What follows belongs to an exercise in optimizing a design on an open flow for small area and a short achievable clock period; a production flow would make more cautious choices.
Where RTL was checked, it was by simulation tests only, not by an equivalence proof against the original.
Power is estimated from default activity; no workload was simulated.

Setup of trial 16:
// top_fp_mul_N32_M23_E8
module top_fp_mul_N32_M23_E8(input  wire clk,
                             input  wire [31:0] a1,
                             input  wire [31:0] b1,
                             output wire [31:0] y);
  genvar k;
  reg  [22:0] ra_n;           
  reg  [11:0] one_n, two_n;   
  wire [22:0] ra = ~ra_n;
  reg  [10:0] negr;
  wire [11:0] neg = {1'b1, negr};    
  wire [11:0] nneg = ~neg;
  wire [24:0] bx = {1'b1, b1[22:0], 1'b0};
  wire [11:0] one_d, two_d, neg_d;
  generate for (k = 0; k < 12; k = k + 1) begin : g_enc
    assign one_d[k] = bx[2*k+1] ^ bx[2*k];
    assign two_d[k] = (bx[2*k+2] & ~bx[2*k+1] & ~bx[2*k]) | (~bx[2*k+2] & bx[2*k+1] & bx[2*k]);
    assign neg_d[k] = bx[2*k+2];
  end endgenerate
  reg  [7:0]  re;
  reg         rs, rS;
  wire [22:0] za, zb;    
  assign za[0] = 1'b1;
  assign zb[0] = 1'b1;
  generate for (k = 1; k < 23; k = k + 1) begin : g_tz
    assign za[k] = ~|a1[k-1:0];
    assign zb[k] = ~|b1[k-1:0];
  end endgenerate
  wire [22:0] zab;
  generate for (k = 0; k < 23; k = k + 1) begin : g_zab
    assign zab[k] = za[k] & zb[22-k];
  end endgenerate
  wire sticky = ~|zab;
  always @(posedge clk) begin
    ra_n <= ~a1[22:0];
    one_n <= ~one_d;
    two_n <= ~two_d;
    negr <= neg_d[10:0];
    re <= a1[30:23] + b1[30:23] + 8'd129;
    rs <= a1[31] ^ b1[31];
    rS <= sticky;
  end
  wire [24:0] pp0;
  wire [24:0] pp1;
  wire [24:0] pp2;
  wire [24:0] pp3;
  wire [24:0] pp4;
  wire [24:0] pp5;
  wire [24:0] pp6;
  wire [24:0] pp7;
  wire [24:0] pp8;
  wire [24:0] pp9;
  wire [24:0] pp10;
  wire [24:0] pp11;
  wire n1;
  wire n2;
  wire n3;
  wire n4;
  wire n5;
  wire n6;
  wire n7;
  wire n8;
  wire n9;
  wire n10;
  wire n11;
  wire s12;
  wire c13;
  wire s14;
  wire c15;
  wire s16;
  wire c17;
  wire s18;
  wire c19;
  wire s20;
  wire c21;
  wire s22;
  wire c23;
  wire s24;
  wire c25;
  wire s26;
  wire c27;
  wire s28;
  wire c29;
  wire s30;
  wire c31;
  wire s32;
  wire c33;
  wire s34;
  wire c35;
  wire s36;
  wire c37;
  wire s38;
  wire c39;
  wire s40;
  wire c41;
  ...
clock: 8.5 ns
lec_check: 0
abc_area: 1
cap_margin: 20
core_margin: 2
core_utilization: 40
cts_cluster_size: 30
place_density: 0.75
setup_slack_margin: 4.25
slew_margin: 70
synth_hierarchical: 1
standard.sh (not shown) runs the stock make flow with config.mk's settings and CLKGATE_MAP_FILE= SYNTH_SCRIPT=/design/flow/synth_recipe.tcl, a recipe that flattens the netlist after the stock synthesis.
==> flow/flow/run.sh <==
#!/bin/bash
bash standard.sh MATCH_CELL_FOOTPRINT=0 "BUFFER_PORTS_ARGS=-buffer_cell sky130_fd_sc_hd__buf_2" finish > standard.log 2>&1
Looking at the reports, trial 16 completed the entire flow and the layout it produced met the timing, design-rule and antenna checks.
Modified inputs, build 27 compared to trial 16
Settings: SETUP_SLACK_MARGIN changed from 4.25 to 4.5; CORE_UTILIZATION changed from 40 to 50; PLACE_DENSITY changed from 0.75 to 0.8.
Results
The first-pass GRT wire length of build 27 was superior to that of trial 16.
Build 27 vs trial 16 — number of cell rows dropped by more than 10%
Build 27 against trial 16: reported sequential group power neither gained nor lost much, worst-case setup margin in the final layout lost 63 ps, worst hold slack after final layout neither gained nor lost much, maximum frequency lost 1.4%, total power of the final layout picked up an extra 1.9%.
When build 27 is measured against trial 16, its clock-buffer cell count turns out 4 higher.
The total combinational power reported for build 27 is greater than that of trial 16 by about 2%.

Setup of red:
top_fp_mul_N32_M23_E8, a different RTL version from the one above (not shown whole).
Size: about 97 I/O pins, about 16,000 um^2 of cells after synthesis.
// top_fp_mul_N32_M23_E8
module top_fp_mul_N32_M23_E8(input  wire clk,
                             input  wire [31:0] a1,
                             input  wire [31:0] b1,
                             output wire [31:0] y);
==> flow/config.mk <==
export PLATFORM = sky130hd
export DESIGN_NAME = top_fp_mul_N32_M23_E8
export DESIGN_NICKNAME = top_fp_mul_N32_M23_E8
export VERILOG_FILES = /design/flow/design.v
export SDC_FILE = /design/flow/constraint.sdc
export NUM_CORES = 4
export LEC_CHECK = 0
export ABC_AREA = 1
export CAP_MARGIN = 20
export CORE_MARGIN = 2
export CORE_UTILIZATION = 40
export SETUP_SLACK_MARGIN = 3.5
export SLEW_MARGIN = 20
export SYNTH_HIERARCHICAL = 1
==> flow/constraint.sdc <==
create_clock -name core_clock -period 8.5 [get_ports {clk}]
set_input_delay 1.7000 -clock core_clock [delete_from_list [all_inputs] [get_ports {clk}]]
set_output_delay 1.7000 -clock core_clock [all_outputs]
set_load 0.01 [all_outputs]
run.sh (not shown) runs the stock make flow with config.mk's settings and CLKGATE_MAP_FILE= SYNTH_SCRIPT=/design/flow/synth_recipe.tcl, a recipe that flattens the netlist after the stock synthesis.
Stock flow here: none of the scripts above is used.
Edits applied to the flow inputs when going from red to blue:
Settings: SETUP_SLACK_MARGIN removed (was 3.5).
[summary]
- blue: done, clean on timing, DRC and antenna
- Cell count: blue lower than red
- Going from red to blue, met3 wirelength from detailed routing shrank by more than 10%.
- Compare blue and red | static leakage higher: red
- Between blue and red, total routing usage reported by global routing is higher for red, blue comes in under that.
Changes in green relative to blue:
Settings: a deleted SYNTH_HIERARCHICAL that had been 1; a deleted ABC_AREA that had been 1.
### Flow results
Looking at source of the critical timing path, the rb[5]$_DFF_P_ result is from blue; the rb[10]$_DFF_P_ one comes from green. Sort blue and green by critical path data required time asc -> top: blue. Final area is higher on green. Measured against each other, blue and green differ in die area, the higher figure coming from green. Compared with blue, green shows a higher clock network fraction of total power. Reported for blue and green, final number of hold-violating endpoints turned out identical to the last digit. Detailed placement HPWL, blue and green: larger value in green. Going from blue to green, multi-input gate share of the layout cell area grows by 1.2 points. green ends up with a final worst-path cycle share that is 9.5 points higher than in blue.
--- input diff green..orange ---
Settings: ABC_AREA newly set to 1; SYNTH_HIERARCHICAL newly set to 1; SETUP_SLACK_MARGIN newly set to 4.5.
Results
- Synthesized cell count (green / orange): 1.6
- The higher post-synthesis to final-layout area growth of orange and green is in orange.
- Per the comparison of orange with green, final critical-path setup slack higher; post-route cell area shrank by about 4.6%; combined global-route utilization of all metal layers has decreased.
- Xor-xnor portion of the synthesized cell area delta for orange relative to green: 12 points higher
Function was not checked in any run of this note: the RTL went through the layout flow alone.

-- re-timing with driven ports --
In the flow no input, the clock included, has a driving cell. The finished layouts below were timed again as built, in two steps.
Step 1 sets driving cells, clkbuf_16 on the clock port and buf_2 on the other inputs (assumed; they add their load-dependent delay and slew).
Step 2 moves the port delays by t, midway between the first and last clock arrival at a register: inputs arrive t later, outputs are due t later. That takes back most of the time a late clock gives input paths.
a / b / c = ideal ports / drivers / drivers and shift; a / b = the first two.
| run | shift t [ns] | slack for setup (ns) | worst setup path at the end | clock arrival spread, ns | worst slew at a driven data input, ns |
|---|---|---|---|---|---|
| trial 16 | 0.479 | 4.148 / 4.101 / 4.382 | register to register | 0.022 / 0.021 | 0.04 |
| build 27 | 0.458 | 4.084 / 4.040 / 4.498 | register to output | 0.019 / 0.019 | 0.05 |
| red | 0.481 | 3.556 / 3.556 / 3.556 | register to register | 0.022 / 0.021 | 0.05 |
| blue | 0.481 | 2.533 / 2.533 / 2.533 | register to register | 0.022 / 0.022 | 0.05 |
| green | 0.498 | 1.724 / 1.724 / 1.724 | register to register | 0.024 / 0.025 | 0.06 |
| orange | 0.481 | 3.815 / 3.814 / 3.815 | register to register | 0.015 / 0.015 | 0.07 |
After both steps setup and hold are still met in every run listed.
